This design comes from an exercise in tuning for small area on the open sky130 flow, not from production work. Only simulation tests tie the RTL to the original design; equivalence was not proved. Power is estimated from default activity; no workload was simulated.

[flow/design.v]
module I2C_Sistema(input         Clk, Reset,
                   input         START_STB, RNW,
                   input  [6:0]  I2C_ADDR_Gen,
                   input  [15:0] WR_DATA_Gen,
                   input  [6:0]  I2C_ADDR_Rec,
                   input  [15:0] RD_DATA_Rec,
                   output reg [15:0] RD_DATA_Gen,
                   output reg [15:0] WR_DATA_Rec,
                   output        SCL,
                   output reg    SDA_OUT, SDA_OE, SDA_IN);
    localparam [2:0] G_IDLE = 3'd0, G_INI = 3'd1, G_ANL = 3'd2, G_LEC = 3'd3,
                     G_ANE  = 3'd4, G_ESC = 3'd5, G_PAR = 3'd6;
    localparam [2:0] R_IDLE = 3'd0, R_INI = 3'd1, R_ANL = 3'd2, R_LEC = 3'd3,
                     R_ANE  = 3'd4, R_ESC = 3'd5, R_PAR = 3'd6;
    reg [2:0] gst, rst;
    reg [1:0] c;           
    reg [4:0] gb, rb;      
    assign SCL = c[1];
    wire pos = c[1] & ~c[0];     
    wire neg = ~c[1] & ~c[0];    
    wire [7:0] addr_v = {I2C_ADDR_Gen, RNW};
    always @(posedge Clk, negedge Reset)
        if (~Reset) begin
            gst <= G_IDLE; c <= 2'b11; SDA_OUT <= 1'b1; SDA_OE <= 1'b1;
            gb <= 5'd0; RD_DATA_Gen <= 16'd0;
        end else begin
            c <= (gst == G_IDLE) ? 2'b11 : c + 2'd1;
            case (gst)
                G_IDLE: if (START_STB) begin SDA_OUT <= 1'b0; gst <= G_INI; end
                G_INI: if (neg) begin
                    if (gb[3]) begin
                        SDA_OE <= 1'b0; SDA_OUT <= 1'b1; gb <= 5'd0;
                        gst <= RNW ? G_ANL : G_ANE;
                    end else begin
                        gb <= gb + 5'd1;
                        SDA_OUT <= addr_v[~gb[2:0]];
                    end
                end
                G_ANL: begin
                    if (pos) begin
                        if (SDA_OE) gst <= gb[3] ? G_LEC : G_PAR;
                        else if (~gb[3] & ~gb[4]) gst <= SDA_IN ? G_PAR : G_LEC;
                    end
                    if (neg) begin
                        if (gb[3]) begin SDA_OUT <= 1'b0; SDA_OE <= 1'b1; end
                        if (gb[4]) begin SDA_OUT <= 1'b1; SDA_OE <= 1'b1; end
                    end
                end
                G_LEC: begin
                    if (neg) begin SDA_OUT <= 1'b1; SDA_OE <= 1'b0; end
                    if (pos) begin
                        if (gb[2:0] == 3'd7) gst <= G_ANL;
                        gb <= gb + 5'd1;
                        RD_DATA_Gen <= {RD_DATA_Gen[14:0], SDA_IN};
                    end
                end
                G_ANE: begin
                    if (pos) gst <= SDA_IN ? G_PAR : G_ESC;
                    if (neg) SDA_OE <= 1'b0;
                end
                G_ESC: begin
                    if (pos & (gb == 5'd8 || gb == 5'd16)) gst <= G_ANE;
                    if (neg) begin
                        SDA_OE <= 1'b1; gb <= gb + 5'd1;
                        SDA_OUT <= WR_DATA_Gen[~gb[3:0]];
                    end
                end
                default: begin  
                    if (neg) begin SDA_OUT <= 1'b0; SDA_OE <= 1'b1; end
                    if (pos) begin gb <= 5'd0; SDA_OUT <= 1'b1; gst <= G_IDLE; end
                end
            endcase
        end
    wire start_seen = (gst == G_INI) & (gb == 5'd0) & c[1];
    wire stop_seen  = (gst == G_IDLE);
    always @(posedge Clk, negedge Reset)
        if (~Reset) begin
            rst <= R_IDLE; rb <= 5'd0; SDA_IN <= 1'b1; WR_DATA_Rec <= 16'd0;
        end else begin
            case (rst)
                R_IDLE: if (start_seen) rst <= R_INI;
                R_INI: if (pos) begin
                    if (rb[2:0] == 3'd7) begin
                        rb <= 5'd0; rst <= SDA_OUT ? R_ANL : R_ANE;
                    end else begin
                        rb <= rb + 5'd1;
                        if (I2C_ADDR_Rec[3'd6 - rb[2:0]] != SDA_OUT) rst <= R_PAR;
                    end
                end
                R_ANL: if (neg) begin
                    if (rb == 5'd0) begin SDA_IN <= 1'b0; rst <= R_LEC; end
                    else rst <= SDA_OUT ? R_PAR : R_LEC;
                end
                R_LEC: if (neg) begin
                    rb <= rb + 5'd1;
                    SDA_IN <= RD_DATA_Rec[~rb[3:0]];
                    if (rb == 5'd8 || rb == 5'd15) rst <= R_ANL;
                end
                R_ANE: begin
                    if (pos) rst <= rb[4] ? R_PAR : R_ESC;
                    if (neg) SDA_IN <= rb[4];
                end
                R_ESC: begin
                    if (neg) SDA_IN <= 1'b1;
                    if (pos) begin
                        if (rb[2:0] == 3'd7) rst <= R_ANE;
                        rb <= rb + 5'd1;
                        WR_DATA_Rec <= {WR_DATA_Rec[14:0], SDA_OUT};
                    end
                end
                default: begin  
                    if (neg) SDA_IN <= 1'b1;
                    if (stop_seen) begin rst <= R_IDLE; rb <= 5'd0; end
                end
            endcase
        end
endmodule
[flow/run.sh]
#!/bin/bash
# synth_recipe.tcl (not shown) runs the flow's synth.tcl, then flattens the netlist and writes it again
# the make line also repeats each setting of config.mk as NAME=value (left out here)
make -C /OpenROAD-flow-scripts/flow DESIGN_CONFIG=/design/flow/config.mk WORK_HOME=/design/flow/orfs CLKGATE_MAP_FILE= SYNTH_SCRIPT=/design/flow/synth_recipe.tcl finish
[flow/config.mk]
export PLATFORM = sky130hd
export DESIGN_NAME = I2C_Sistema
export DESIGN_NICKNAME = I2C_Sistema
export VERILOG_FILES = /design/flow/design.v
export SDC_FILE = /design/flow/constraint.sdc
export NUM_CORES = 4
export LEC_CHECK = 0
export CAP_MARGIN = 20
export CORE_MARGIN = 2
export CORE_UTILIZATION = 40
export SLEW_MARGIN = 20
[flow/constraint.sdc]
create_clock -name core_clock -period 5.0 [get_ports {Clk}]
set_input_delay 1.0000 -clock core_clock [delete_from_list [all_inputs] [get_ports {Clk}]]
set_output_delay 1.0000 -clock core_clock [all_outputs]
set_load 0.01 [all_outputs]
==> results of run 1 <==
## state kept, by name (all words and copies together), names as in the netlist
signal	flops
c	2
rst	3
gst	3
RD_DATA_Gen	16
rb	5
SDA_IN	1
WR_DATA_Rec	16
gb	5
SDA_OE	1
SDA_OUT	1
## per-stage QoR
| step | util [%] | power [µW] | worst slack [ns] | instance area (µm²) | hold WS [ns] |
|---|---|---|---|---|---|
| finish | 53.91 | 1780 | 2.448 | 4144 | 0.4772 |
| global route | 53.91 | 1935 | 2.259 | 4144 | 0.4946 |
| CTS | 53.91 | 1795 | 2.420 | 4144 | 0.4838 |
| detailed placement | 52.77 | 1547 | 2.245 | 4056 | 0.4639 |
| global placement | 52.77 | 1539 | 2.272 | 4056 | 0.4400 |
| floorplan | - | 1325 | 2.784 | 3173 | 0.4337 |
## final cells by class
type | instances | share of cell area, %
multi-input combinational | 208 | 40.52
timing repair buffer | 86 | 20.59
tap | 102 | 3.080
clock inverter | 2 | 0.3623
clock buffer | 6 | 1.751
sequential | 53 | 32.16
inverter | 17 | 1.540
## per-layer routing
metal  share of wire, %  wire (µm)  GRT usage [%]
met1                 49       3287          23.14
met2                 45       2999          25.91
met3                5.6        371          3.062
met4               0.33         22          2.696
met5                  0          0              0
## cell usage in the layout (no fill, tap or decap), drive strengths merged, types with 3 or more instances in the layout
| master | instances |
|---|---|
| a211oi | 5 |
| o21ai | 16 |
| ha | 11 |
| and3 | 4 |
| clkbuf | 6 |
| nor2 | 19 |
| dfrtp | 48 |
| a22o | 4 |
| a21o | 3 |
| dfstp | 5 |
| nor2b | 3 |
| a21oi | 12 |
| nand2b | 5 |
| nand4 | 5 |
| mux4 | 9 |
| clkdlybuf4s50 | 84 |
| mux2 | 34 |
| mux2i | 10 |
| nor3 | 6 |
| nand3 | 8 |
| nand2 | 22 |
| inv | 17 |
| a31oi | 4 |
## power breakdown
part	internal, µW	leakage, µW	switching [µW]
combinational	428	0.00105	396
clock	99.0	0.0000374	142
sequential	524	0.000701	192
total	1050	0.00179	730
## kinds of logic (layout without fill, tap and decap cells)
family | Yosys count | count (layout) | synth area share (%)
buffers and inverters | 35 | 111 | 5.086
and+or+nand+nor | 79 | 79 | 12.82
muxes | 53 | 53 | 21.61
adders and majority gates | 11 | 11 | 4.337
xor gates and xnor gates | 2 | 2 | 0.5522
AOI/OAI and AO/OA | 63 | 63 | 13.60
DFF | 53 | 53 | 42.00
## final timing paths
check / start / end / slack [ns] / cells past startpoint
max: SDA_OUT / SDA_OUT / 2.45 / 1
min: c[0] / c[0] / 0.48 / 1
max reg2reg: rb[0] / rst[0] / 2.46 / 8
min reg2reg: c[0] / c[0] / 0.48 / 1
max in group asynchronous: Reset / RD_DATA_Gen[5] / 3.74 / 2
min in group asynchronous: Reset / rb[4] / 0.81 / 2
==> results.sh, run 1 <==
export IMPL_outcome="timing/DRC/antenna clean"
export IMPL_syn_cell_area_um2=3173
export IMPL_ios=86
export IMPL_grt_pass1_wl_um=11430
export IMPL_n_fill_cell=719
export IMPL_antennaDiodeCount=0
export IMPL_final_antenna_net_count=0
export IMPL_synth_most_common_cell="dfrtp_1"
export IMPL_area_delta_synth_final_pct=30.60
export IMPL_post_route_period_util_pct=51.04
export IMPL_cts_resized=0
export IMPL_cts_htree_levels=2
export IMPL_root_buffer="clkbuf_8"
export IMPL_critical_path_slowest_cell="dfstp_2"
export IMPL_layout_drive_gt1_share_pct=17.20
export IMPL_core_area_um2=7687
export IMPL_maxCapViolCount=0
export IMPL_cp_arrival_ns=1.55
export IMPL_synthArstFlopShare_pct=100.0
export IMPL_cts_sinks=53
export IMPL_start_util_pct=41.28
export IMPL_ff_latch_area_um2=1333
export IMPL_path_delay_family="flip-flops"
export IMPL_multi_input_area_um2=1679
export IMPL_yosysTopAreaCellShare_pct=37.85
export IMPL_route_detailed_drc=0
export IMPL_die_h_um=93.07
export IMPL_fmax_ghz=0.3918
export IMPL_slew_headroom_pct=47.45
export IMPL_num_vias=2514
export IMPL_grt_max_degree=54
export IMPL_fin_nets=432
export IMPL_globalRouteTotalUtil_pct=16.13
export IMPL_clock_latency_ns=0.30
export IMPL_hp_class="flip-flop to flip-flop"
export IMPL_synth_nets=357
export IMPL_synth_main_ff_cell="dfrtp_1"
export IMPL_port_buffers=85
export IMPL_yosysWarnings=1
export IMPL_max_slew_worst_pin_slew_ns=0.7860
export IMPL_rows=32
export IMPL_powerDensity_nw_per_um2=429.6
export IMPL_synth_top_area_cell="dfrtp_1"
export IMPL_cts_hold_buf=0
export IMPL_wl_um=6681
export IMPL_skew_ns=0.01312
export IMPL_wl_per_cell_um=14.09
export IMPL_first_global_vias=2444
export IMPL_cp_num_buf_inv=1
export IMPL_required_ns=4.00
export IMPL_synth_edf_count=0
export IMPL_tns_ns=0
export IMPL_die_area_um2=8661
export IMPL_antenna_found_initial=0
export IMPL_rsz0062_at_grt="false"
export IMPL_avgSynthCellArea_um2=10.72
export IMPL_setup_viol_count_final=0
export IMPL_synth_common_cells="dfrtp_1 (48), mux2_2 (34), nand2_1 (22), nor2_1 (18), inv_1 (17)"
export IMPL_final_hold_violation_count=0
export IMPL_p_leak_uw=0.001786
export IMPL_cp_end_kind="primary output"
export IMPL_cts_tree="done"
export IMPL_ys_seq_area_share_pct=42.00
export IMPL_final_cells=474
export IMPL_synth_top_cells_by_area="dfrtp_1 (38%), mux2_2 (12%), mux4_2 (6.4%)"
export IMPL_clockBufferDepth=2
export IMPL_first_pass_iters=6
export IMPL_hpwl_um=4948
export IMPL_cp_max_fo=9
export IMPL_gr_total_overflow=0
export IMPL_globalplace_congestion=0.8058
export IMPL_ys_ff_latch=53
export IMPL_cts_setup_buffers=0
export IMPL_slowest_delay_ns=0.67
export IMPL_dp_cells=466
export IMPL_clkTransAtPathRegs_ns=0.11
export IMPL_synthCells=296
export IMPL_ys_types=53
export IMPL_critical_path_class="flip-flop to primary output"
export IMPL_vias_per_cell=5.304
export IMPL_cts_buffers_inserted=5
export IMPL_drtIter0Drc=103
export IMPL_max_vdd_ir_drop_mv=0.2499
export IMPL_die_w_um=93.07
export IMPL_period_needed_ns=2.552
export IMPL_path_cells="clkdlybuf4s50_1"
export IMPL_startpoint_type="flip-flop"
export IMPL_slew_violations=0
==> run 2: changes to the inputs <==
==> flow/flow/run.sh (new file) <==
#!/bin/bash
set -euo pipefail
export BUFFER_PORTS_ARGS="-buffer_cell sky130_fd_sc_hd__buf_1"
bash standard.sh > standard_flow.log 2>&1
==> flow/standard.sh (new file) <==
#!/bin/bash
# synth_recipe.tcl (not shown) runs the flow's synth.tcl, then flattens the netlist and writes it again
# the make line also repeats each setting of config.mk as NAME=value (left out here)
make -C /OpenROAD-flow-scripts/flow DESIGN_CONFIG=/design/flow/config.mk WORK_HOME=/design/flow/orfs CLKGATE_MAP_FILE= SYNTH_SCRIPT=/design/flow/synth_recipe.tcl "${@:-finish}"
--- a/flow/config.mk
+++ b/flow/config.mk
@@ -8,4 +8,7 @@
 export CAP_MARGIN = 20
 export CORE_MARGIN = 2
 export CORE_UTILIZATION = 40
+export CTS_BUF_LIST = sky130_fd_sc_hd__clkbuf_8
+export CTS_CLUSTER_DIAMETER = 100
+export CTS_CLUSTER_SIZE = 30
 export SLEW_MARGIN = 20
removed: flow/run.sh
==> run 2 against run 1 <==
Compared with the run above:
- worst hold slack got worse by 0.013 ns
- cell count unchanged
- routed wire length down 1.3%
- synthesized area is the same
- sequential share of layout area grew 4.7 points
- still clean on timing, DRC and antenna
- final area is 13% lower
- worst setup slack gained 0.0047 ns
- clock power barely moved
- sequential power about the same
- largest power group unchanged
- clock skew shrank 0.0022 ns
==> results.sh, run 2 <==
export IMPL_synth_main_ff_cell="dfrtp_1"
export IMPL_start_util_pct=41.28
export IMPL_powerDensity_nw_per_um2=475.4
export IMPL_required_ns=5.24
export IMPL_globalRouteTotalUtil_pct=16.21
export IMPL_synth_common_cells="dfrtp_1 (48), mux2_2 (34), nand2_1 (22), nor2_1 (18), inv_1 (17)"
export IMPL_synth_most_common_cell="dfrtp_1"
export IMPL_synthCells=296
export IMPL_final_hold_violation_count=0
export IMPL_reg2reg_slack_ns=2.45
export IMPL_ios=86
export IMPL_seqPwrFrac_pct=41.6
export IMPL_mostFrequentLayoutCells="buf_1 (84), dfrtp_1 (48), mux2_2 (34)"
export IMPL_first_global_vias=2493
export IMPL_rows=32
export IMPL_maxCapViolCount=0
export IMPL_clkPwrFrac_pct=14.0
export IMPL_slew_headroom_pct=43.60
export IMPL_cp_arrival_ns=2.79
export IMPL_wl_per_cell_um=13.91
export IMPL_yosysWarnings=1
export IMPL_wl_um=6591
export IMPL_multi_input_area_um2=1679
export IMPL_port_buffers=85
export IMPL_area_delta_synth_final_pct=14.04
export IMPL_first_pass_iters=4
export IMPL_core_area_um2=7687
export IMPL_root_buffer="clkbuf_8"
export IMPL_power_uw=1720
export IMPL_post_route_period_util_pct=50.95
export IMPL_antenna_found_initial=0
export IMPL_drtIter0Drc=116
export IMPL_fin_nets=432
export IMPL_skew_ns=0.01096
export IMPL_globalplace_congestion=0.7933
export IMPL_max_vdd_ir_drop_mv=0.2056
export IMPL_fmax_ghz=0.3925
export IMPL_yosysTopAreaCellShare_pct=37.85
export IMPL_avgSynthCellArea_um2=10.72
export IMPL_vias_per_cell=5.319
export IMPL_max_slew_worst_pin_slew_ns=0.8434
export IMPL_slew_violations=0
export IMPL_cp_end_kind="flip-flop"
export IMPL_cts_setup_buffers=0
export IMPL_num_vias=2521
export IMPL_startpoint_type="flip-flop"
export IMPL_synth_nets=357
export IMPL_cp_max_fo=9
export IMPL_n_fill_cell=752
export IMPL_synth_top_cells_by_area="dfrtp_1 (38%), mux2_2 (12%), mux4_2 (6.4%)"
export IMPL_grt_pass1_wl_um=11490
export IMPL_gr_total_overflow=0
export IMPL_setup_viol_count_final=0
export IMPL_switching_share_pct=42.39
export IMPL_tns_ns=0
export IMPL_route_detailed_drc=0
export IMPL_clock_latency_ns=0.30
export IMPL_synth_top_area_cell="dfrtp_1"
export IMPL_antennaDiodeCount=0
export IMPL_critical_path_class="flip-flop to flip-flop"
export IMPL_reg_top3="RD_DATA_Gen: 16 flops, WR_DATA_Rec: 16 flops"
export IMPL_cts_buffers_inserted=5
export IMPL_hpwl_um=4825
export IMPL_pwr_share_comb_pct=44.5
export IMPL_clkTransAtPathRegs_ns=0.10
export IMPL_ys_types=53
export IMPL_ys_ff_latch=53
export IMPL_synth_edf_count=0
export IMPL_rsz0062_at_grt="false"
export IMPL_layout_drive_gt1_share_pct=17.20
export IMPL_synthArstFlopShare_pct=100.0
export IMPL_grt_max_degree=54
export IMPL_final_antenna_net_count=0
export IMPL_cts_sinks=53
export IMPL_cts_hold_buf=0
export IMPL_outcome="timing/DRC/antenna clean"
export IMPL_switching_power_uw=729.2
export IMPL_hp_class="flip-flop to flip-flop"
export IMPL_clockBufferDepth=2
export IMPL_period_needed_ns=2.548
export IMPL_die_w_um=93.07
export IMPL_intPower_uw=991.1
export IMPL_ff_latch_area_um2=1333
export IMPL_die_area_um2=8661
export IMPL_die_h_um=93.07
export IMPL_ys_seq_area_share_pct=42.00
export IMPL_syn_cell_area_um2=3173
export IMPL_layout_commonest_cell="buf_1"
export IMPL_cts_resized=0
export IMPL_p_leak_uw=0.001577
export IMPL_cts_tree="done"
export IMPL_cts_htree_levels=2
[run 2: cell types whose count changed in the layout (fill, tap and decap cells not counted)]
cell	before	now
buf_2	1	0
inv_1	17	18
buf_1	0	84
clkdlybuf4s50_1	84	0
clkbuf_2	0	1
clkbuf_1	1	0
[run 2: cells by family after synthesis]
kind of cell / share of synthesized area (%)
buffers and inverters: 5.086
XOR/XNOR: 0.5522
flip-flops: 42.00
adder cells (fa/ha/maj): 4.337
AND/OR/NAND/NOR: 12.82
multiplexers: 21.61
AO/OA/AOI/OAI: 13.60
[run 2: final cells by class]
type | count | share of cell area (%)
Multi-Input combinational cell | 208 | 46.40
Sequential cell | 53 | 36.83
Timing Repair Buffer | 86 | 9.059
Tap cell | 102 | 3.527
Clock buffer | 5 | 1.902
Inverter | 17 | 1.763
Clock inverter | 3 | 0.5187
[run 2: path summary, 6_finish.rpt]
check	start	endpoint	cells past startpoint
setup / recovery	rb[0]	rst[0]	8
hold / removal	c[0]	c[0]	1
setup reg to reg	rb[0]	rst[0]	8
hold reg to reg	c[0]	c[0]	1
max in group asynchronous	Reset	gst[1]	2
min in group asynchronous	Reset	WR_DATA_Rec[8]	2
[run 2: layer usage]
metal | wire [µm] | part of all wire [%] | track usage (%) | up-vias
li1 | - | - | - | 1232
met1 | 3285 | 50 | 22.99 | 1194
met2 | 2855 | 43 | 25.97 | 89
met3 | 390 | 5.9 | 2.740 | 6
met4 | 58 | 0.88 | 3.922 | 0
met5 | 0 | 0 | 0 | -
[run 2: critical path, stage by stage (launching register included)]
cell	delay [ns]
dfrtp_1	0.53
ha_1	0.30
ha_1	0.34
mux2i_1	0.15
a22oi_1	0.23
a21oi_1	0.10
or4_4	0.43
nor2_2	0.20
mux2i_1	0.20
[run 2: power by group through the flow]
stage	Clock [µW]	Sequential (µW)	Combinational [µW]
floorplan	0	602	723
global placement	0	725	752
detailed placement	0	725	766
CTS	254	716	769
global route	271	745	874
finish	240	715	765
[run 2: per-stage QoR]
step                      area [µm²]  worst slack, ns  std cells  hold slack [ns]  util [%]
after floorplan                 3173            2.784        296           0.4337         -
after global placement          3531            2.535        466           0.4397     45.93
after detailed placement        3531            2.478        466           0.4504     45.93
after CTS                       3618            2.454        474           0.4704     47.07
after global routing            3618            2.244        474           0.4829     47.07
final                           3618            2.453        474           0.4643     47.07
==> run 3: changes to the inputs <==
--- a/flow/config.mk
+++ b/flow/config.mk
@@ -8,7 +8,7 @@
 export CAP_MARGIN = 20
 export CORE_MARGIN = 2
 export CORE_UTILIZATION = 40
-export CTS_BUF_LIST = sky130_fd_sc_hd__clkbuf_8
-export CTS_CLUSTER_DIAMETER = 100
-export CTS_CLUSTER_SIZE = 30
+export CTS_BUF_LIST = sky130_fd_sc_hd__clkbuf_16
+export CTS_CLUSTER_DIAMETER = 200
+export CTS_CLUSTER_SIZE = 60
 export SLEW_MARGIN = 20
==> run 3 against run 2 <==
Compared with the run above:
- still clean on timing, DRC and antenna
- core utilization up 0.73 points
- final area up 1.6%
- sequential share of layout area is 0.56 points lower
- register-to-register slack about the same
- synthesized cell count stayed put
- critical path type unchanged
- critical endpoint unchanged
- largest cell class unchanged
- largest power group unchanged
- highest routed layer unchanged
==> results.sh, run 3 <==
export IMPL_first_pass_iters=4
export IMPL_ys_seq_area_share_pct=42.00
export IMPL_grt_pass1_wl_um=11590
export IMPL_slew_headroom_pct=43.76
export IMPL_outcome="timing/DRC/antenna clean"
export IMPL_period_needed_ns=2.544
export IMPL_core_area_um2=7687
export IMPL_hp_class="flip-flop to flip-flop"
export IMPL_port_buffers=85
export IMPL_syn_cell_area_um2=3173
export IMPL_globalplace_congestion=0.7933
export IMPL_rsz0062_at_grt="false"
export IMPL_setup_slack_ns=2.456
export IMPL_synthCells=296
export IMPL_first_global_vias=2494
export IMPL_cts_htree_levels=2
export IMPL_final_hold_violation_count=0
export IMPL_setup_viol_count_final=0
export IMPL_num_vias=2504
export IMPL_cp_end_kind="flip-flop"
export IMPL_vias_per_cell=5.283
export IMPL_final_cells=474
export IMPL_rows=32
export IMPL_synth_nets=357
export IMPL_drtIter0Drc=118
export IMPL_post_route_period_util_pct=50.88
export IMPL_grt_max_degree=54
export IMPL_cts_sinks=53
export IMPL_root_buffer="clkbuf_16"
export IMPL_synth_top_area_cell="dfrtp_1"
export IMPL_synth_top_cells_by_area="dfrtp_1 (38%), mux2_2 (12%), mux4_2 (6.4%)"
export IMPL_reg_top3="RD_DATA_Gen: 16 flops, WR_DATA_Rec: 16 flops"
export IMPL_synth_main_ff_cell="dfrtp_1"
export IMPL_yosysTopAreaCellShare_pct=37.85
export IMPL_gr_total_overflow=0
export IMPL_required_ns=5.22
export IMPL_p_leak_uw=0.001602
export IMPL_pre_cts_ws_ns=2.478
export IMPL_critical_path_class="flip-flop to flip-flop"
export IMPL_wl_per_cell_um=13.91
export IMPL_startpoint_type="flip-flop"
export IMPL_antennaDiodeCount=0
export IMPL_die_h_um=93.07
export IMPL_die_w_um=93.07
export IMPL_route_detailed_drc=0
export IMPL_globalRouteTotalUtil_pct=16.43
export IMPL_cts_hold_buf=0
export IMPL_placed_cell_area_um2=3531
export IMPL_ios=86
export IMPL_cts_tree="done"
export IMPL_max_slew_worst_pin_slew_ns=0.8411
export IMPL_clock_latency_ns=0.29
export IMPL_clockBufferDepth=2
export IMPL_avgSynthCellArea_um2=10.72
export IMPL_slew_violations=0
export IMPL_ys_ff_latch=53
export IMPL_powerDensity_nw_per_um2=494.9
export IMPL_antenna_found_initial=0
export IMPL_start_util_pct=41.28
export IMPL_synth_common_cells="dfrtp_1 (48), mux2_2 (34), nand2_1 (22), nor2_1 (18), inv_1 (17)"
export IMPL_layout_drive_gt1_share_pct=17.20
export IMPL_wl_um=6592
export IMPL_cts_resized=0
export IMPL_dp_cells=466
export IMPL_layout_commonest_cell="buf_1"
export IMPL_mostFrequentLayoutCells="buf_1 (84), dfrtp_1 (48), mux2_2 (34)"
export IMPL_synthArstFlopShare_pct=100.0
export IMPL_synth_edf_count=0
export IMPL_fin_nets=432
export IMPL_area_delta_synth_final_pct=15.81
export IMPL_fmax_ghz=0.3931
export IMPL_synth_most_common_cell="dfrtp_1"
export IMPL_yosysWarnings=1
export IMPL_cp_max_fo=9
export IMPL_cp_arrival_ns=2.76
export IMPL_final_antenna_net_count=0
export IMPL_die_area_um2=8661
export IMPL_skew_ns=0.006920
export IMPL_final_area_um2=3675
export IMPL_maxCapViolCount=0
export IMPL_max_vdd_ir_drop_mv=0.2044
export IMPL_clkTransAtPathRegs_ns=0.07
export IMPL_cts_buffers_inserted=5
export IMPL_cts_setup_buffers=0
export IMPL_hpwl_um=4825
export IMPL_ys_types=53
export IMPL_tns_ns=0
## run 3: cell counts after synthesis
No cell type changed its count.
## run 3: layout make-up
| type | count | area [µm²] |
|---|---|---|
| Clock buffer | 5 | 125.1 |
| Clock inverter | 3 | 18.77 |
| Fill cell | 754 | 4013 |
| Inverter | 17 | 63.81 |
| Multi-Input combinational cell | 208 | 1679 |
| Sequential cell | 53 | 1333 |
| Tap cell | 102 | 127.6 |
| Timing Repair Buffer | 86 | 327.8 |
## run 3: layer usage
metal | vias to the layer above | global-route usage, % | share of wire [%]
li1 | 1238 | - | -
met1 | 1177 | 23.09 | 50
met2 | 84 | 25.91 | 43
met3 | 5 | 2.981 | 5.7
met4 | 0 | 5.025 | 1.2
met5 | - | 0 | 0
## run 3: cells by family after synthesis
| family | count (synthesis) | share of synthesized area [%] |
|---|---|---|
| AO/OA/AOI/OAI | 63 | 13.60 |
| adder cells (fa/ha/maj) | 11 | 4.337 |
| XOR/XNOR | 2 | 0.5522 |
| buffers and inverters | 35 | 5.086 |
| AND/OR/NAND/NOR | 79 | 12.82 |
| multiplexers | 53 | 21.61 |
| flip-flops | 53 | 42.00 |
## run 3: worst max-delay path: stages (launching register included)
cell and delay (ns):
dfrtp_1 0.52, ha_1 0.30, ha_1 0.34, mux2i_1 0.15
a22oi_1 0.23, a21oi_1 0.10, or4_4 0.43, nor2_2 0.20
mux2i_1 0.20
## run 3: power by group
part	total (µW)	internal, µW	switching (µW)	leakage (µW)
Combinational	766	370	395	0.000834
Clock	336	184	152	0.0000672
Sequential	717	524	193	0.000701
## run 3: worst paths after layout
check,cells past startpoint,endpoint,from,slack (ns)
min,1,c[0],c[0],0.46
min reg2reg,1,c[0],c[0],0.46
max in group asynchronous,2,gst[2],Reset,3.72
max,8,rst[0],rb[0],2.46
max reg2reg,8,rst[0],rb[0],2.46
min in group asynchronous,2,WR_DATA_Rec[8],Reset,0.83
## run 3: stage by stage
stage          utilization, %  power, µW  hold slack (ns)
2_1_floorplan               -       1325           0.4337
3_3_place_gp            45.93       1478           0.4397
3_5_place_dp            45.93       1490           0.4504
4_1_cts                 47.80       1840           0.4629
5_1_grt                 47.80       1990           0.4741
6_report                47.80       1819           0.4579
==> run 4: changes to the inputs <==
==> flow/flow/run.sh (replaced) <==
#!/bin/bash
set -euo pipefail
export BUFFER_PORTS_ARGS="-buffer_cell sky130_fd_sc_hd__buf_1"
export CTS_ARGS="-sink_clustering_enable -repair_clock_nets -dont_use_dummy_load"
bash standard.sh > standard_flow.log 2>&1
--- a/flow/config.mk
+++ b/flow/config.mk
@@ -8,7 +8,4 @@
 export CAP_MARGIN = 20
 export CORE_MARGIN = 2
 export CORE_UTILIZATION = 40
-export CTS_BUF_LIST = sky130_fd_sc_hd__clkbuf_16
-export CTS_CLUSTER_DIAMETER = 200
-export CTS_CLUSTER_SIZE = 60
 export SLEW_MARGIN = 20
==> run 4 against run 3 <==
Compared with the run above:
- sequential share of layout area grew 0.76 points
- synthesized area is the same
- final area shrank 2.0%
==> results.sh, run 4 <==
export IMPL_startpoint_type="flip-flop"
export IMPL_slew_headroom_pct=43.78
export IMPL_mostFrequentLayoutCells="buf_1 (84), dfrtp_1 (48), mux2_2 (34)"
export IMPL_synthMuxAreaShare_pct=21.61
export IMPL_synth_compound_area_share_pct=13.60
export IMPL_final_hold_violation_count=0
export IMPL_root_buffer="clkbuf_8"
export IMPL_rsz0062_at_grt="false"
export IMPL_max_slew_worst_pin_slew_ns=0.8407
export IMPL_core_area_um2=7687
export IMPL_synthArstFlopShare_pct=100.0
export IMPL_cts_resized=0
export IMPL_fmax_ghz=0.3921
export IMPL_area_delta_synth_final_pct=13.45
export IMPL_cp_max_fo=9
export IMPL_cts_hold_buf=0
export IMPL_drtIter0Drc=86
export IMPL_num_vias=2514
export IMPL_cts_htree_levels=2
export IMPL_outcome="timing/DRC/antenna clean"
export IMPL_slew_violations=0
export IMPL_max_vdd_ir_drop_mv=0.2056
export IMPL_clkTransAtPathRegs_ns=0.09
export IMPL_wl_per_cell_um=14.03
export IMPL_synth_nets=357
export IMPL_yosys_area_share_xor_xnor_pct=0.5521
export IMPL_gr_total_overflow=0
export IMPL_layout_drive_gt1_share_pct=16.80
export IMPL_synth_common_cells="dfrtp_1 (48), mux2_2 (34), nand2_1 (22), nor2_1 (18), inv_1 (17)"
export IMPL_period_needed_ns=2.550
export IMPL_start_util_pct=41.28
export IMPL_antennaDiodeCount=0
export IMPL_synth_fa_ha_area_share_pct=4.338
export IMPL_reg2regPathDepth=8
export IMPL_worstReg2RegStart="rb[0]"
export IMPL_grt_max_degree=54
export IMPL_globalplace_congestion=0.7933
export IMPL_whs_ns=0.4642
export IMPL_rows=32
export IMPL_layout_commonest_cell="buf_1"
export IMPL_synth_top_cells_by_area="dfrtp_1 (38%), mux2_2 (12%), mux4_2 (6.4%)"
export IMPL_die_w_um=93.07
export IMPL_p_leak_uw=0.001571
export IMPL_synth_edf_count=0
export IMPL_r2r_end="rst[0]"
export IMPL_setup_viol_count_final=0
export IMPL_required_ns=5.22
export IMPL_reg_top3="RD_DATA_Gen: 16 flops, WR_DATA_Rec: 16 flops"
export IMPL_post_route_period_util_pct=51.00
export IMPL_hpwl_um=4825
export IMPL_ios=86
export IMPL_skew_ns=0.01132
export IMPL_die_h_um=93.07
export IMPL_crit_end="rst[0]"
export IMPL_route_detailed_drc=0
export IMPL_cp_arrival_ns=2.77
export IMPL_synthCells=296
export IMPL_n_fill_cell=758
export IMPL_grt_pass1_wl_um=11540
export IMPL_hp_class="flip-flop to flip-flop"
export IMPL_critical_path_class="flip-flop to flip-flop"
export IMPL_cts_tree="done"
export IMPL_yosysTopAreaCellShare_pct=37.85
export IMPL_first_pass_iters=4
export IMPL_yosysWarnings=1
export IMPL_wl_um=6610
export IMPL_yosys_area_share_simple_pct=12.82
export IMPL_cts_sinks=53
export IMPL_clock_latency_ns=0.30
export IMPL_reg2reg_slack_ns=2.45
export IMPL_antenna_found_initial=0
export IMPL_cts_setup_buffers=0
export IMPL_ys_ff_latch=53
export IMPL_fin_nets=432
export IMPL_syn_cell_area_um2=3173
export IMPL_synth_top_area_cell="dfrtp_1"
export IMPL_port_buffers=85
export IMPL_die_area_um2=8661
export IMPL_avgSynthCellArea_um2=10.72
export IMPL_multi_input_area_um2=1679
export IMPL_final_antenna_net_count=0
export IMPL_first_global_vias=2481
export IMPL_tns_ns=0
export IMPL_synth_most_common_cell="dfrtp_1"
export IMPL_globalRouteTotalUtil_pct=16.28
export IMPL_ff_latch_area_um2=1333
export IMPL_clockBufferDepth=2
export IMPL_powerDensity_nw_per_um2=472.7
export IMPL_ys_seq_area_share_pct=42.00
export IMPL_maxCapViolCount=0
export IMPL_synth_top_family_by_area="multiplexers"
export IMPL_cts_buffers_inserted=5
export IMPL_ys_types=53
export IMPL_synth_main_ff_cell="dfrtp_1"
export IMPL_crit_start="rb[0]"
export IMPL_vias_per_cell=5.338
export IMPL_cp_end_kind="flip-flop"
==> run 4: cell count changes in the layout (fill, tap and decap cells not counted) <==
cell	change
clkbuf_8	+5
clkbuf_16	-5
clkinvlp_4	-2
inv_1	-1
==> run 4: cell type report <==
cell class | instances | area share (%)
sequential | 53 | 37.02
multi-input combinational | 208 | 46.65
clock buffer | 5 | 1.912
timing repair buffer | 86 | 9.107
inverter | 17 | 1.773
tap | 102 | 3.545
==> run 4: cell families after synthesis <==
group / count (synthesis)
buffers and inverters: 35
adders and majority gates: 11
muxes: 53
DFF: 53
AOI/OAI and AO/OA: 63
xor gates and xnor gates: 2
and+or+nand+nor: 79
==> run 4: stage by stage <==
step | cells | power (µW) | utilization, % | setup slack, ns | cell area, µm²
floorplan | 296 | 1325 | - | 2.784 | 3173
finish | 471 | 1702 | 46.83 | 2.450 | 3600
global route | 471 | 1871 | 46.83 | 2.247 | 3600
CTS | 471 | 1721 | 46.83 | 2.457 | 3600
detailed placement | 466 | 1490 | 45.93 | 2.478 | 3531
global placement | 466 | 1478 | 45.93 | 2.535 | 3531
==> run 4: metal layers <==
metal	track usage [%]	share of wire (%)	vias to the layer above
li1	-	-	1233
met2	26.09	44	82
met1	22.93	50	1195
met4	3.922	0.54	0
met5	0	0	-
met3	2.981	5.6	4
==> run 4: report_power, final <==
group / switching (µW) / internal [µW]
combinational: 396 / 370
sequential: 192 / 524
clock: 128 / 90.8
==> run 4: worst min-delay path by stage <==
stage | startpoint | end | slack (ns) | cells past startpoint
after floorplan | c[0] | c[0] | 0.43 | 1
after global placement | c[0] | c[0] | 0.44 | 1
after detailed placement | c[0] | c[0] | 0.45 | 1
after CTS | c[0] | c[0] | 0.47 | 1
after global routing | c[0] | c[0] | 0.48 | 1
final | c[0] | c[0] | 0.46 | 1
==> run 4: worst max-delay path: stages, from the launching register on <==
cell     delay [ns]
dfrtp_1        0.52
ha_1           0.30
ha_1           0.34
mux2i_1        0.15
a22oi_1        0.23
a21oi_1        0.10
or4_4          0.43
nor2_2         0.20
mux2i_1        0.20
==> run 5: changes to the inputs <==
==> flow/flow/run.sh (replaced) <==
#!/bin/bash
set -euo pipefail
export BUFFER_PORTS_ARGS="-buffer_cell sky130_fd_sc_hd__buf_1"
bash standard.sh > standard_flow.log 2>&1
==> run 5 against run 4 <==
Compared with the run above:
- flip-flop and latch count did not move
- global-route usage fell by 0.069 points
- largest cell class unchanged
- cell count rose by 0.64%
- clock power rose by 11%
- first-iteration DRC count rose by 35%
- critical path type unchanged
- worst hold slack barely moved
- still clean on timing, DRC and antenna
- fmax rose by 0.11%
- total power rose by 1.2%
- sequential power barely moved
==> results.sh, run 5 <==
export IMPL_num_vias=2522
export IMPL_reg2reg_slack_ns=2.45
export IMPL_wl_per_cell_um=13.91
export IMPL_ys_types=53
export IMPL_reg2regPathDepth=8
export IMPL_yosysWarnings=1
export IMPL_die_w_um=93.07
export IMPL_placed_cell_area_um2=3531
export IMPL_synth_main_ff_cell="dfrtp_1"
export IMPL_grt_max_degree=54
export IMPL_rsz0062_at_grt="false"
export IMPL_r2r_end="rst[0]"
export IMPL_core_area_um2=7687
export IMPL_synthCells=296
export IMPL_ys_seq_area_share_pct=42.00
export IMPL_synth_common_cells="dfrtp_1 (48), mux2_2 (34), nand2_1 (22), nor2_1 (18), inv_1 (17)"
export IMPL_mostFrequentLayoutCells="buf_1 (84), dfrtp_1 (48), mux2_2 (34)"
export IMPL_final_area_um2=3618
export IMPL_critical_path_class="flip-flop to flip-flop"
export IMPL_area_delta_synth_final_pct=14.04
export IMPL_root_buffer="clkbuf_8"
export IMPL_die_h_um=93.07
export IMPL_max_slew_worst_pin_slew_ns=0.8434
export IMPL_grt_pass1_wl_um=11490
export IMPL_cts_htree_levels=2
export IMPL_globalRouteTotalUtil_pct=16.21
export IMPL_pwr_share_comb_pct=44.5
export IMPL_required_ns=5.24
export IMPL_critical_path_slowest_cell="dfrtp_1"
export IMPL_layout_drive_gt1_share_pct=17.20
export IMPL_fin_nets=432
export IMPL_worstReg2RegStart="rb[0]"
export IMPL_max_vdd_ir_drop_mv=0.2056
export IMPL_powerDensity_nw_per_um2=476.0
export IMPL_synthArstFlopShare_pct=100.0
export IMPL_yosysTopAreaCellShare_pct=37.85
export IMPL_first_global_vias=2493
export IMPL_fmax_ghz=0.3926
export IMPL_startpoint_type="flip-flop"
export IMPL_route_detailed_drc=0
export IMPL_clockBufferDepth=2
export IMPL_final_antenna_net_count=0
export IMPL_reg_top3="RD_DATA_Gen: 16 flops, WR_DATA_Rec: 16 flops"
export IMPL_clkPwrFrac_pct=14.0
export IMPL_cts_tree="done"
export IMPL_path_cells="ha_1, ha_1, mux2i_1, a22oi_1, a21oi_1, or4_4, nor2_2, mux2i_1"
export IMPL_setup_viol_count_final=0
export IMPL_port_buffers=85
export IMPL_gr_total_overflow=0
export IMPL_syn_cell_area_um2=3173
export IMPL_rows=32
export IMPL_clock_latency_ns=0.30
export IMPL_ios=86
export IMPL_hp_class="flip-flop to flip-flop"
export IMPL_maxCapViolCount=0
export IMPL_cp_arrival_ns=2.78
export IMPL_post_route_period_util_pct=50.94
export IMPL_seqPwrFrac_pct=41.5
export IMPL_cts_setup_buffers=0
export IMPL_final_hold_violation_count=0
export IMPL_tns_ns=0
export IMPL_die_area_um2=8661
export IMPL_wl_um=6594
export IMPL_drtIter0Drc=116
export IMPL_synth_top_cells_by_area="dfrtp_1 (38%), mux2_2 (12%), mux4_2 (6.4%)"
export IMPL_antenna_found_initial=0
export IMPL_cp_end_kind="flip-flop"
export IMPL_hpwl_um=4825
export IMPL_globalplace_congestion=0.7933
export IMPL_cp_max_fo=9
export IMPL_synth_top_area_cell="dfrtp_1"
export IMPL_first_pass_iters=5
export IMPL_vias_per_cell=5.321
export IMPL_layout_commonest_cell="buf_1"
export IMPL_synth_nets=357
export IMPL_crit_start="rb[0]"
export IMPL_synth_edf_count=0
export IMPL_slowest_delay_ns=0.53
export IMPL_cts_resized=0
export IMPL_cts_hold_buf=0
export IMPL_period_needed_ns=2.547
export IMPL_crit_end="rst[0]"
export IMPL_switching_power_uw=729.3
export IMPL_skew_ns=0.01096
export IMPL_outcome="timing/DRC/antenna clean"
export IMPL_intPower_uw=993.2
export IMPL_synth_most_common_cell="dfrtp_1"
export IMPL_avgSynthCellArea_um2=10.72
export IMPL_cts_sinks=53
export IMPL_switching_share_pct=42.34
export IMPL_ys_ff_latch=53
export IMPL_cts_buffers_inserted=5
export IMPL_clkTransAtPathRegs_ns=0.10
export IMPL_slew_headroom_pct=43.61
export IMPL_start_util_pct=41.28
export IMPL_antennaDiodeCount=0
export IMPL_slew_violations=0
export IMPL_p_leak_uw=0.001572
export IMPL_min_from="c[0]"
run 5: cell counts after synthesis:
No cell type changed its count.
run 5: metrics by stage:
stage,cells,setup WS [ns],hold slack (ns),total power [µW],util [%]
finish,474,2.453,0.4643,1722,47.07
global placement,466,2.535,0.4397,1478,45.93
detailed placement,466,2.478,0.4504,1490,45.93
global route,474,2.244,0.4829,1892,47.07
CTS,474,2.454,0.4704,1741,47.07
floorplan,296,2.784,0.4337,1325,-
run 5: how the worst min path moves through the flow:
stage               endpoint  slack (ns)  cells after the start
floorplan               c[0]        0.43                      1
global placement        c[0]        0.44                      1
detailed placement      c[0]        0.45                      1
CTS                     c[0]        0.47                      1
global route            c[0]        0.48                      1
finish                  c[0]        0.46                      1
run 5: power groups by stage:
stage / Clock, µW / Sequential, µW / Combinational, µW
2_1_floorplan: 0 / 602 / 723
3_3_place_gp: 0 / 725 / 752
3_5_place_dp: 0 / 725 / 766
4_1_cts: 256 / 716 / 769
5_1_grt: 273 / 745 / 874
6_report: 242 / 715 / 766
run 5: cell type report:
type | count | area (µm²)
Clock buffer | 6 | 72.57
Clock inverter | 2 | 15.01
Fill cell | 752 | 4069
Inverter | 17 | 63.81
Multi-Input combinational cell | 208 | 1679
Sequential cell | 53 | 1333
Tap cell | 102 | 127.6
Timing Repair Buffer | 86 | 327.8
run 5: logic make-up after synthesis:
group                      count (synthesis)  share of synthesized area [%]
muxes                                     53                          21.61
buffers and inverters                     35                          5.086
DFF                                       53                          42.00
AOI/OAI and AO/OA                         63                          13.60
and+or+nand+nor                           79                          12.82
xor gates and xnor gates                   2                         0.5522
adders and majority gates                 11                          4.337
run 5: layer usage:
metal  track usage, %  part of all wire (%)  vias up
met4            3.922                  0.88        0
met1            22.99                    50     1194
li1                 -                     -     1233
met5                0                     0        -
met2            25.97                    43       89
met3            2.740                   5.9        6
run 5: critical path: cells and delay by family, from the launching register on:
| family | cells | cell delay [ns] |
|---|---|---|
| flops | 1 | 0.53 |
| compound gates | 2 | 0.33 |
| fa+ha+maj | 2 | 0.64 |
| mux | 2 | 0.35 |
| simple gates | 2 | 0.63 |
==> run 6: changes to the inputs <==
==> flow/flow/run.sh (replaced) <==
#!/bin/bash
set -euo pipefail
export BUFFER_PORTS_ARGS="-buffer_cell sky130_fd_sc_hd__buf_1"
export CTS_ARGS="-sink_clustering_enable -repair_clock_nets -dont_use_dummy_load -root_buf sky130_fd_sc_hd__clkbuf_8 -buf_list sky130_fd_sc_hd__clkbuf_4"
bash standard.sh > standard_flow.log 2>&1
==> run 6 against run 5 <==
Compared with the run above:
- flip-flop and latch count unchanged
- core utilization down 0.24 points
- clock skew is essentially flat
- sequential share of layout area rose by 0.19 points
- routed wire length increased by 0.24%
- clock power is 9.5% lower
- worst hold slack about the same
- cell count decreased by 0.63%
- worst setup slack got worse by 0.0029 ns
- critical path depth did not move
- sequential power hardly changed
- highest routed layer unchanged
==> results.sh, run 6 <==
export IMPL_outcome="timing/DRC/antenna clean"
export IMPL_crit_cells=8
export IMPL_vias_per_cell=5.338
export IMPL_grt_pass1_wl_um=11540
export IMPL_final_antenna_net_count=0
export IMPL_max_vdd_ir_drop_mv=0.2056
export IMPL_synth_common_cells="dfrtp_1 (48), mux2_2 (34), nand2_1 (22), nor2_1 (18), inv_1 (17)"
export IMPL_core_area_um2=7687
export IMPL_hpwl_um=4825
export IMPL_grt_max_degree=54
export IMPL_cp_arrival_ns=2.77
export IMPL_reg2reg_slack_ns=2.45
export IMPL_num_vias=2514
export IMPL_root_buffer="clkbuf_8"
export IMPL_cts_sinks=53
export IMPL_cts_resized=0
export IMPL_slowest_delay_ns=0.52
export IMPL_yosysWarnings=1
export IMPL_slew_violations=0
export IMPL_synth_top_cells_by_area="dfrtp_1 (38%), mux2_2 (12%), mux4_2 (6.4%)"
export IMPL_ys_ff_latch=53
export IMPL_hp_class="flip-flop to flip-flop"
export IMPL_first_global_vias=2481
export IMPL_switching_power_uw=716.6
export IMPL_mostFrequentLayoutCells="buf_1 (84), dfrtp_1 (48), mux2_2 (34)"
export IMPL_clkTransAtPathRegs_ns=0.09
export IMPL_drtIter0Drc=86
export IMPL_syn_cell_area_um2=3173
export IMPL_synth_nets=357
export IMPL_clkPwrFrac_pct=12.9
export IMPL_die_area_um2=8661
export IMPL_die_w_um=93.07
export IMPL_start_util_pct=41.28
export IMPL_whs_ns=0.4642
export IMPL_tns_ns=0
export IMPL_synth_top_area_cell="dfrtp_1"
export IMPL_clockBufferDepth=2
export IMPL_route_detailed_drc=0
export IMPL_required_ns=5.22
export IMPL_synth_most_common_cell="dfrtp_1"
export IMPL_wl_um=6610
export IMPL_p_leak_uw=0.001571
export IMPL_reg_top3="RD_DATA_Gen: 16 flops, WR_DATA_Rec: 16 flops"
export IMPL_cp_num_buf_inv=0
export IMPL_clock_latency_ns=0.30
export IMPL_ys_types=53
export IMPL_gr_total_overflow=0
export IMPL_min_from="c[0]"
export IMPL_antennaDiodeCount=0
export IMPL_skew_ns=0.01132
export IMPL_port_buffers=85
export IMPL_hold_path_cell_count=1
export IMPL_die_h_um=93.07
export IMPL_period_needed_ns=2.550
export IMPL_first_pass_iters=4
export IMPL_post_route_period_util_pct=51.00
export IMPL_cts_htree_levels=2
export IMPL_globalRouteTotalUtil_pct=16.28
export IMPL_wl_per_cell_um=14.03
export IMPL_ios=86
export IMPL_layout_drive_gt1_share_pct=16.80
export IMPL_rsz0062_at_grt="false"
export IMPL_cts_tree="done"
export IMPL_antenna_found_initial=0
export IMPL_cts_buffers_inserted=5
export IMPL_yosysTopAreaCellShare_pct=37.85
export IMPL_area_delta_synth_final_pct=13.45
export IMPL_worstReg2RegStart="rb[0]"
export IMPL_maxCapViolCount=0
export IMPL_cp_end_kind="flip-flop"
export IMPL_pwr_share_comb_pct=45.1
export IMPL_synthCells=296
export IMPL_powerDensity_nw_per_um2=472.7
export IMPL_pre_cts_ws_ns=2.478
export IMPL_cp_max_fo=9
export IMPL_setup_viol_count_final=0
export IMPL_avgSynthCellArea_um2=10.72
export IMPL_intPower_uw=984.9
export IMPL_path_cells="ha_1, ha_1, mux2i_1, a22oi_1, a21oi_1, or4_4, nor2_2, mux2i_1"
export IMPL_switching_share_pct=42.11
export IMPL_critical_path_slowest_cell="dfrtp_1"
export IMPL_synth_edf_count=0
export IMPL_setup_slack_ns=2.450
export IMPL_globalplace_congestion=0.7933
export IMPL_reg2regPathDepth=8
export IMPL_path_delay_family="adder cells"
export IMPL_cts_setup_buffers=0
export IMPL_fin_nets=432
export IMPL_rows=32
export IMPL_min_to="c[0]"
export IMPL_critical_path_class="flip-flop to flip-flop"
export IMPL_ys_seq_area_share_pct=42.00
export IMPL_r2r_end="rst[0]"
export IMPL_cts_hold_buf=0
export IMPL_final_hold_violation_count=0
export IMPL_seqPwrFrac_pct=42.1
export IMPL_synthArstFlopShare_pct=100.0
export IMPL_max_slew_worst_pin_slew_ns=0.8407
export IMPL_synth_main_ff_cell="dfrtp_1"
export IMPL_startpoint_type="flip-flop"
export IMPL_fmax_ghz=0.3921
export IMPL_slew_headroom_pct=43.78
export IMPL_layout_commonest_cell="buf_1"
-- run 6: changes by cell type in the layout (fill, tap and decap cells not counted), sizes merged --
| cell | before | now |
|---|---|---|
| clkinvlp | 2 | 0 |
| clkbuf | 7 | 6 |
-- run 6: per-stage QoR --
stage | cell area (µm²) | util (%) | instances | power [µW]
after detailed placement | 3531 | 45.93 | 466 | 1490
after floorplan | 3173 | - | 296 | 1325
after global placement | 3531 | 45.93 | 466 | 1478
after global routing | 3600 | 46.83 | 471 | 1871
final | 3600 | 46.83 | 471 | 1702
after CTS | 3600 | 46.83 | 471 | 1721
-- run 6: worst reg2reg max path: stages, from the launching register on --
cell and delay, ns:
dfrtp_1 0.52, ha_1 0.30, ha_1 0.34, mux2i_1 0.15, a22oi_1 0.23, a21oi_1 0.10, or4_4 0.43, nor2_2 0.20
mux2i_1 0.20
-- run 6: worst max path at each step --
stage / from / to / slack [ns]
floorplan: rb[1] / rst[0] / 2.78
global placement: rb[0] / rst[0] / 2.54
detailed placement: rb[0] / rst[0] / 2.48
CTS: rb[0] / rst[0] / 2.46
global route: rb[0] / rst[0] / 2.25
finish: rb[0] / rst[0] / 2.45
-- run 6: area by class of cell --
class / count / area [µm²]
Multi-Input combinational cell: 208 / 1679
Inverter: 17 / 63.81
Sequential cell: 53 / 1333
Clock buffer: 5 / 68.82
Fill cell: 758 / 4088
Tap cell: 102 / 127.6
Timing Repair Buffer: 86 / 327.8
-- run 6: logic make-up (layout without fill, tap and decap cells) --
kind of cell               count (synthesis)  in the layout  synth area share [%]
buffers and inverters                     35            108                 5.086
xor gates and xnor gates                   2              2                0.5522
DFF                                       53             53                 42.00
AOI/OAI and AO/OA                         63             63                 13.60
and+or+nand+nor                           79             79                 12.82
adders and majority gates                 11             11                 4.337
muxes                                     53             53                 21.61
-- run 6: power groups by stage --
stage | sequential [µW] | clock [µW] | combinational [µW]
2_1_floorplan | 602 | 0 | 723
3_3_place_gp | 725 | 0 | 752
6_report | 716 | 219 | 767
5_1_grt | 746 | 251 | 874
3_5_place_dp | 725 | 0 | 766
4_1_cts | 717 | 235 | 769
-- run 6: metal layers --
metal,part of all wire (%),wire length (µm),GRT usage [%],up-vias
met1,50,3310,22.93,1195
met2,44,2890,26.09,82
met4,0.54,36,3.922,0
met5,0,0,0,-
li1,-,-,-,1233
met3,5.6,372,2.981,4
==> run 7: changes to the inputs <==
==> flow/flow/run.sh (replaced) <==
#!/bin/bash
set -euo pipefail
export BUFFER_PORTS_ARGS="-buffer_cell sky130_fd_sc_hd__buf_1"
export CTS_ARGS="-sink_clustering_enable -repair_clock_nets -dont_use_dummy_load -buf_list sky130_fd_sc_hd__clkbuf_16 -root_buf sky130_fd_sc_hd__clkbuf_16 -sink_clustering_size 60 -sink_clustering_max_diameter 300 -sink_clustering_levels 1"
bash standard.sh > standard_flow.log 2>&1
==> run 7 against run 6 <==
Compared with the run above:
- cell count stayed put
- worst setup slack better by 0.0058 ns
- sequential power hardly changed
- clock power is 44% higher
- die area stayed put
- combinational power hardly changed
- worst hold slack worse by 0.0060 ns
==> results.sh, run 7 <==
export IMPL_final_antenna_net_count=0
export IMPL_ios=86
export IMPL_area_delta_synth_final_pct=15.22
export IMPL_reg2regPathDepth=8
export IMPL_setup_slack_ns=2.456
export IMPL_synth_top_cells_by_area="dfrtp_1 (38%), mux2_2 (12%), mux4_2 (6.4%)"
export IMPL_clockBufferDepth=2
export IMPL_r2r_end="rst[0]"
export IMPL_core_area_um2=7687
export IMPL_worstReg2RegStart="rb[0]"
export IMPL_synthCells=296
export IMPL_critical_path_class="flip-flop to flip-flop"
export IMPL_post_route_period_util_pct=50.89
export IMPL_cp_end_kind="flip-flop"
export IMPL_fmax_ghz=0.3930
export IMPL_hp_class="flip-flop to flip-flop"
export IMPL_cts_htree_levels=2
export IMPL_cts_sinks=53
export IMPL_synth_most_common_cell="dfrtp_1"
export IMPL_route_detailed_drc=0
export IMPL_post_route_util_pct=47.56
export IMPL_clkTransAtPathRegs_ns=0.07
export IMPL_final_hold_violation_count=0
export IMPL_num_vias=2501
export IMPL_die_w_um=93.07
export IMPL_startpoint_type="flip-flop"
export IMPL_setup_viol_count_final=0
export IMPL_powerDensity_nw_per_um2=492.1
export IMPL_drtIter0Drc=114
export IMPL_rsz0062_at_grt="false"
export IMPL_yosysTopAreaCellShare_pct=37.85
export IMPL_required_ns=5.21
export IMPL_synth_common_cells="dfrtp_1 (48), mux2_2 (34), nand2_1 (22), nor2_1 (18), inv_1 (17)"
export IMPL_wl_per_cell_um=14.08
export IMPL_antenna_found_initial=0
export IMPL_cp_max_fo=9
export IMPL_syn_cell_area_um2=3173
export IMPL_tns_ns=0
export IMPL_synth_top_area_cell="dfrtp_1"
export IMPL_hpwl_um=4825
export IMPL_die_h_um=93.07
export IMPL_wl_um=6633
export IMPL_globalRouteTotalUtil_pct=16.37
export IMPL_synthArstFlopShare_pct=100.0
export IMPL_first_pass_iters=4
export IMPL_fin_nets=432
export IMPL_crit_end="rst[0]"
export IMPL_grt_pass1_wl_um=11520
export IMPL_vias_per_cell=5.310
export IMPL_outcome="timing/DRC/antenna clean"
export IMPL_slew_headroom_pct=43.61
export IMPL_power_uw=1799
export IMPL_ys_types=53
export IMPL_port_buffers=85
export IMPL_globalplace_congestion=0.7933
export IMPL_grt_max_degree=54
export IMPL_mostFrequentLayoutCells="buf_1 (84), dfrtp_1 (48), mux2_2 (34)"
export IMPL_start_util_pct=41.28
export IMPL_pre_cts_ws_ns=2.478
export IMPL_first_global_vias=2485
export IMPL_reg_top3="RD_DATA_Gen: 16 flops, WR_DATA_Rec: 16 flops"
export IMPL_crit_start="rb[0]"
export IMPL_skew_ns=0.007424
export IMPL_reg2reg_slack_ns=2.46
export IMPL_cts_resized=0
export IMPL_clock_latency_ns=0.28
export IMPL_layout_drive_gt1_share_pct=16.80
export IMPL_p_leak_uw=0.001597
export IMPL_cp_arrival_ns=2.75
export IMPL_yosysWarnings=1
export IMPL_gr_total_overflow=0
export IMPL_antennaDiodeCount=0
export IMPL_max_slew_worst_pin_slew_ns=0.8433
export IMPL_cts_buffers_inserted=5
export IMPL_period_needed_ns=2.544
export IMPL_synth_edf_count=0
export IMPL_root_buffer="clkbuf_16"
export IMPL_slew_violations=0
export IMPL_rows=32
export IMPL_layout_commonest_cell="buf_1"
export IMPL_ys_seq_area_share_pct=42.00
export IMPL_max_vdd_ir_drop_mv=0.2053
export IMPL_cts_setup_buffers=0
export IMPL_ys_ff_latch=53
export IMPL_die_area_um2=8661
export IMPL_synth_main_ff_cell="dfrtp_1"
export IMPL_cts_hold_buf=0
export IMPL_maxCapViolCount=0
export IMPL_synth_nets=357
export IMPL_avgSynthCellArea_um2=10.72
export IMPL_cts_tree="done"
-- run 7: worst max-delay path, stage by stage, from the launching register on --
cell and delay (ns):
dfrtp_1 0.51, ha_1 0.31, ha_1 0.34, mux2i_1 0.15
a22oi_1 0.23, a21oi_1 0.10, or4_4 0.43, nor2_2 0.20
mux2i_1 0.20
-- run 7: kinds of logic after synthesis --
kind of cell,synth area share [%]
muxes,21.61
xor gates and xnor gates,0.5522
AOI/OAI and AO/OA,13.60
buffers and inverters,5.086
and+or+nand+nor,12.82
adders and majority gates,4.337
DFF,42.00
-- run 7: report_power, final --
part	switching, µW	total (µW)	internal [µW]
logic	396	766	370
registers	194	718	524
clock network	138	315	177
-- run 7: final cells by class --
cell class / count / area, µm²
multi-input combinational: 208 / 1679
sequential: 53 / 1333
fill: 758 / 4031
tap: 102 / 127.6
inverter: 17 / 63.81
clock buffer: 5 / 125.1
timing repair buffer: 86 / 327.8
-- run 7: worst min-delay path by stage --
stage,startpoint,endpoint,depth (start not counted)
finish,c[0],c[0],1
CTS,c[0],c[0],1
global route,c[0],c[0],1
global placement,c[0],c[0],1
floorplan,c[0],c[0],1
detailed placement,c[0],c[0],1
-- run 7: layer usage --
layer	track usage (%)	share of wire, %	vias up
met5	0	0	-
li1	-	-	1232
met4	5.147	1.2	0
met2	25.54	43	79
met3	2.981	5.8	5
met1	23.14	50	1185
-- run 7: stage by stage --
stage	std cells	area, µm²	hold slack, ns
floorplan	296	3173	0.4337
global placement	466	3531	0.4397
detailed placement	466	3531	0.4504
CTS	471	3656	0.4629
global route	471	3656	0.4741
finish	471	3656	0.4582
==> run 8: changes to the inputs <==
==> flow/flow/run.sh (replaced) <==
#!/bin/bash
# The standard layout, with three changes to how the layout is made:
#  - synthesis maps the combinational logic with an area-oriented ABC script
#    (flow/area.abc); registers are mapped as in the standard flow's own synthesis;
#  - the port buffers are the smallest buffer cell;
#  - CTS uses no dummy load cells.
set -euo pipefail
W=$PWD
export AREA_ABC_SCRIPT=$W/flow/area.abc
export FLOW_SYNTH_TCL=$W/synth_recipe.tcl
export BUFFER_PORTS_ARGS="-buffer_cell sky130_fd_sc_hd__buf_1"
export CTS_ARGS="-sink_clustering_enable -repair_clock_nets -dont_use_dummy_load"
sed -e "s#SYNTH_SCRIPT=[^ ]*#SYNTH_SCRIPT=$W/flow/synth_area.tcl ADDER_MAP_FILE=#" standard.sh > area_standard.sh
bash area_standard.sh > standard_flow.log 2>&1
==> flow/flow/area.abc (new file) <==
strash
&get -n
&deepsyn -T 30
&put
dch
amap
topo
==> flow/flow/synth_area.tcl (new file) <==
# The standard flow's synthesis (synth_recipe.tcl) with an area-oriented ABC script for the
# combinational logic; the registers are mapped exactly as synth_recipe.tcl maps them.
proc abc {args} {
  set i [lsearch -exact $args -script]
  if { $i >= 0 } {
    set args [lreplace $args $i [expr {$i + 1}] -script $::env(AREA_ABC_SCRIPT)]
  }
  yosys abc {*}$args
}
source $::env(FLOW_SYNTH_TCL)
==> run 8 against run 7 <==
Compared with the run above:
- clock skew grew 0.015 ns
- still clean on timing, DRC and antenna
- combinational power shrank 3%
- final area shrank 14%
- non-clock buffer count grew 1
- largest cell class is now sequential cells
- count of clock-buffer cells in the layout is the same
- critical endpoint is now gst[1]
- synthesized cell count grew 6.4%
==> results.sh, run 8 <==
export IMPL_hpwl_um=4974
export IMPL_first_pass_iters=5
export IMPL_slew_headroom_pct=55.25
export IMPL_cts_sinks=53
export IMPL_grt_pass1_wl_um=11160
export IMPL_wl_um=6667
export IMPL_maxCapViolCount=0
export IMPL_path_delay_family="compound AO/OA/AOI/OAI gates"
export IMPL_final_hold_violation_count=0
export IMPL_period_needed_ns=2.708
export IMPL_reg2reg_slack_ns=2.29
export IMPL_yosysTopAreaCellShare_pct=45.54
export IMPL_rows=29
export IMPL_cts_tree="done"
export IMPL_setup_viol_count_final=0
export IMPL_synth_common_cells="clkinv_1 (65), dfrtp_1 (48), nor2_1 (44), o22ai_1 (37), nand2_1 (25)"
export IMPL_cp_arrival_ns=2.89
export IMPL_hp_class="flip-flop to flip-flop"
export IMPL_final_cells=484
export IMPL_core_area_um2=6350
export IMPL_synth_main_ff_cell="dfrtp_1"
export IMPL_critical_path_class="flip-flop to flip-flop"
export IMPL_synth_most_common_cell="clkinv_1"
export IMPL_final_area_um2=3138
export IMPL_mostFrequentLayoutCells="buf_1 (84), clkinv_1 (65), dfrtp_1 (48)"
export IMPL_ys_seq_area_share_pct=50.52
export IMPL_globalRouteTotalUtil_pct=18.81
export IMPL_drtIter0Drc=188
export IMPL_layout_commonest_cell="buf_1"
export IMPL_wl_per_cell_um=13.77
export IMPL_n_fill_cell=633
export IMPL_num_vias=2653
export IMPL_dp_cells=479
export IMPL_critical_path_slowest_cell="dfstp_2"
export IMPL_slowest_delay_ns=0.59
export IMPL_required_ns=5.18
export IMPL_synth_top_area_cell="dfrtp_1"
export IMPL_startpoint_type="flip-flop"
export IMPL_ys_ff_latch=53
export IMPL_clkTransAtPathRegs_ns=0.09
export IMPL_tns_ns=0
export IMPL_cp_num_buf_inv=0
export IMPL_synth_top_cells_by_area="dfrtp_1 (46%), clkinv_1 (9.3%), o22ai_1 (8.8%)"
export IMPL_crit_start="c[1]"
export IMPL_worstReg2RegStart="c[1]"
export IMPL_clockBufferDepth=2
export IMPL_fmax_ghz=0.3692
export IMPL_root_buffer="clkbuf_8"
export IMPL_cp_max_fo=7
export IMPL_cp_end_kind="flip-flop"
export IMPL_path_cells="nand2_1, nor2_1, o21ai_0, nor2_1, nand2_1, nor2_1, a21oi_1, o31a_1, a21o_1, o32ai_1"
export IMPL_vias_per_cell=5.481
export IMPL_powerDensity_nw_per_um2=523.4
export IMPL_reg2regPathDepth=10
export IMPL_cts_resized=0
export IMPL_fin_nets=459
export IMPL_max_vdd_ir_drop_mv=0.2923
export IMPL_avgSynthCellArea_um2=8.373
export IMPL_die_area_um2=7259
export IMPL_slew_violations=0
export IMPL_ys_types=36
export IMPL_port_buffers=85
export IMPL_r2r_end="gst[1]"
export IMPL_start_util_pct=41.54
export IMPL_cts_htree_levels=2
export IMPL_outcome="timing/DRC/antenna clean"
export IMPL_max_slew_worst_pin_slew_ns=0.6712
export IMPL_cpMostUsedCell="nor2_1"
export IMPL_cts_buffers_inserted=5
export IMPL_route_detailed_drc=0
export IMPL_crit_cells=10
export IMPL_gr_total_overflow=0
export IMPL_antennaDiodeCount=0
export IMPL_cts_hold_buf=0
export IMPL_grt_max_degree=54
export IMPL_final_antenna_net_count=0
export IMPL_area_delta_synth_final_pct=18.98
export IMPL_ios=86
export IMPL_synthCells=315
export IMPL_die_w_um=85.20
export IMPL_layout_drive_gt1_share_pct=3.194
export IMPL_yosysWarnings=1
export IMPL_first_global_vias=2510
export IMPL_globalplace_congestion=0.9294
export IMPL_rsz0062_at_grt="false"
export IMPL_synth_edf_count=0
export IMPL_crit_end="gst[1]"
export IMPL_clock_latency_ns=0.31
export IMPL_skew_ns=0.02249
export IMPL_multi_input_area_um2=1061
export IMPL_synth_nets=365
export IMPL_antenna_found_initial=0
export IMPL_p_leak_uw=0.001229
export IMPL_post_route_period_util_pct=54.16
export IMPL_syn_cell_area_um2=2638
export IMPL_cts_setup_buffers=0
export IMPL_die_h_um=85.20
export IMPL_placed_cell_area_um2=3069
export IMPL_post_route_util_pct=49.42
export IMPL_ff_latch_area_um2=1333
export IMPL_synthArstFlopShare_pct=100.0
export IMPL_reg_top3="RD_DATA_Gen: 16 flops, WR_DATA_Rec: 16 flops"
==> run 8: cell types whose count changed after synthesis, sizes merged, moves of 9 or more <==
cell,delta
buf,-15
mux2,-34
mux2i,-10
clkinv,+65
mux4,-9
nor2,+25
ha,-11
o22ai,+37
inv,-17
==> run 8: layer usage <==
metal	share of wire (%)	vias up	GRT usage, %	routed length, µm
li1	-	1306	-	-
met3	7.3	18	4.086	490
met5	0	-	0	0
met1	47	1227	26.47	3148
met4	1.8	0	5.051	117
met2	44	102	29.55	2910
==> run 8: cell families after synthesis <==
family / count (synthesis) / share of synthesized area (%)
simple gates: 93 / 14.99
buf+inv: 65 / 9.250
flops: 53 / 50.52
compound gates: 104 / 25.24
==> run 8: final cells by class <==
type | count | area share [%]
timing repair buffer | 87 | 10.69
multi-input combinational | 197 | 33.81
tap | 77 | 3.070
sequential | 53 | 42.46
inverter | 65 | 7.775
clock buffer | 5 | 2.193
==> run 8: worst min path at each step <==
stage | from | slack, ns | end | cells after the start
floorplan | c[0] | 0.43 | c[0] | 1
global placement | c[0] | 0.45 | c[0] | 1
detailed placement | c[0] | 0.44 | c[0] | 1
CTS | c[0] | 0.46 | c[0] | 1
global route | c[0] | 0.48 | c[0] | 1
finish | c[0] | 0.46 | c[0] | 1
==> run 8: per-stage QoR <==
| stage | setup slack [ns] | hold WS, ns | total power [µW] |
|---|---|---|---|
| after floorplan | 2.300 | 0.4305 | 1190 |
| after global placement | 2.405 | 0.4504 | 1416 |
| after detailed placement | 2.384 | 0.4407 | 1420 |
| after CTS | 2.352 | 0.4575 | 1649 |
| after global routing | 2.024 | 0.4794 | 1783 |
| final | 2.292 | 0.4572 | 1643 |
==> run 8: report_power, final <==
part | switching, µW | leakage, µW | internal, µW
sequential | 118 | 0.000694 | 556
clock | 131 | 0.0000359 | 90.8
combinational | 491 | 0.000499 | 255
total | 741 | 0.00123 | 902

[afterwards: timing with drivers on the ports]
No port has a modelled driver above. Below, the same layouts with a new extraction and two added sets of constraints. Step 1: set_driving_cell puts a clkbuf_16 on Clk and a buf_2 on each other input, an assumption about the parent block. Step 2, shift: input delay + t, output delay - t, t = (earliest + latest rising clock arrival at the registers) / 2. This alone moves slack from input paths to output paths. Slacks: ideal / step 1 / step 2; pairs: ideal / step 1.
| run | t, ns | setup WS [ns] | worst setup path at the end | latest minus earliest clock arrival (ns) |
|---|---|---|---|---|
| run 1 | 0.330 | 2.448 / 2.416 / 2.246 | input to register | 0.013 / 0.013 |
| run 2 | 0.330 | 2.452 / 2.452 / 2.452 | register to register | 0.011 / 0.011 |
| run 3 | 0.321 | 2.456 / 2.456 / 2.456 | register to register | 0.007 / 0.007 |
| run 4 | 0.322 | 2.450 / 2.450 / 2.450 | register to register | 0.013 / 0.013 |
| run 5 | 0.330 | 2.453 / 2.453 / 2.453 | register to register | 0.011 / 0.011 |
| run 6 | 0.322 | 2.450 / 2.450 / 2.450 | register to register | 0.013 / 0.013 |
| run 7 | 0.315 | 2.456 / 2.456 / 2.456 | register to register | 0.008 / 0.008 |
| run 8 | 0.322 | 2.292 / 2.292 / 2.292 | register to register | 0.023 / 0.023 |
After both steps setup and hold are still met in every run listed. For run 1, which loses most, drivers alone change the setup slack by -0.032 ns; drivers and shift together by -0.202 ns.
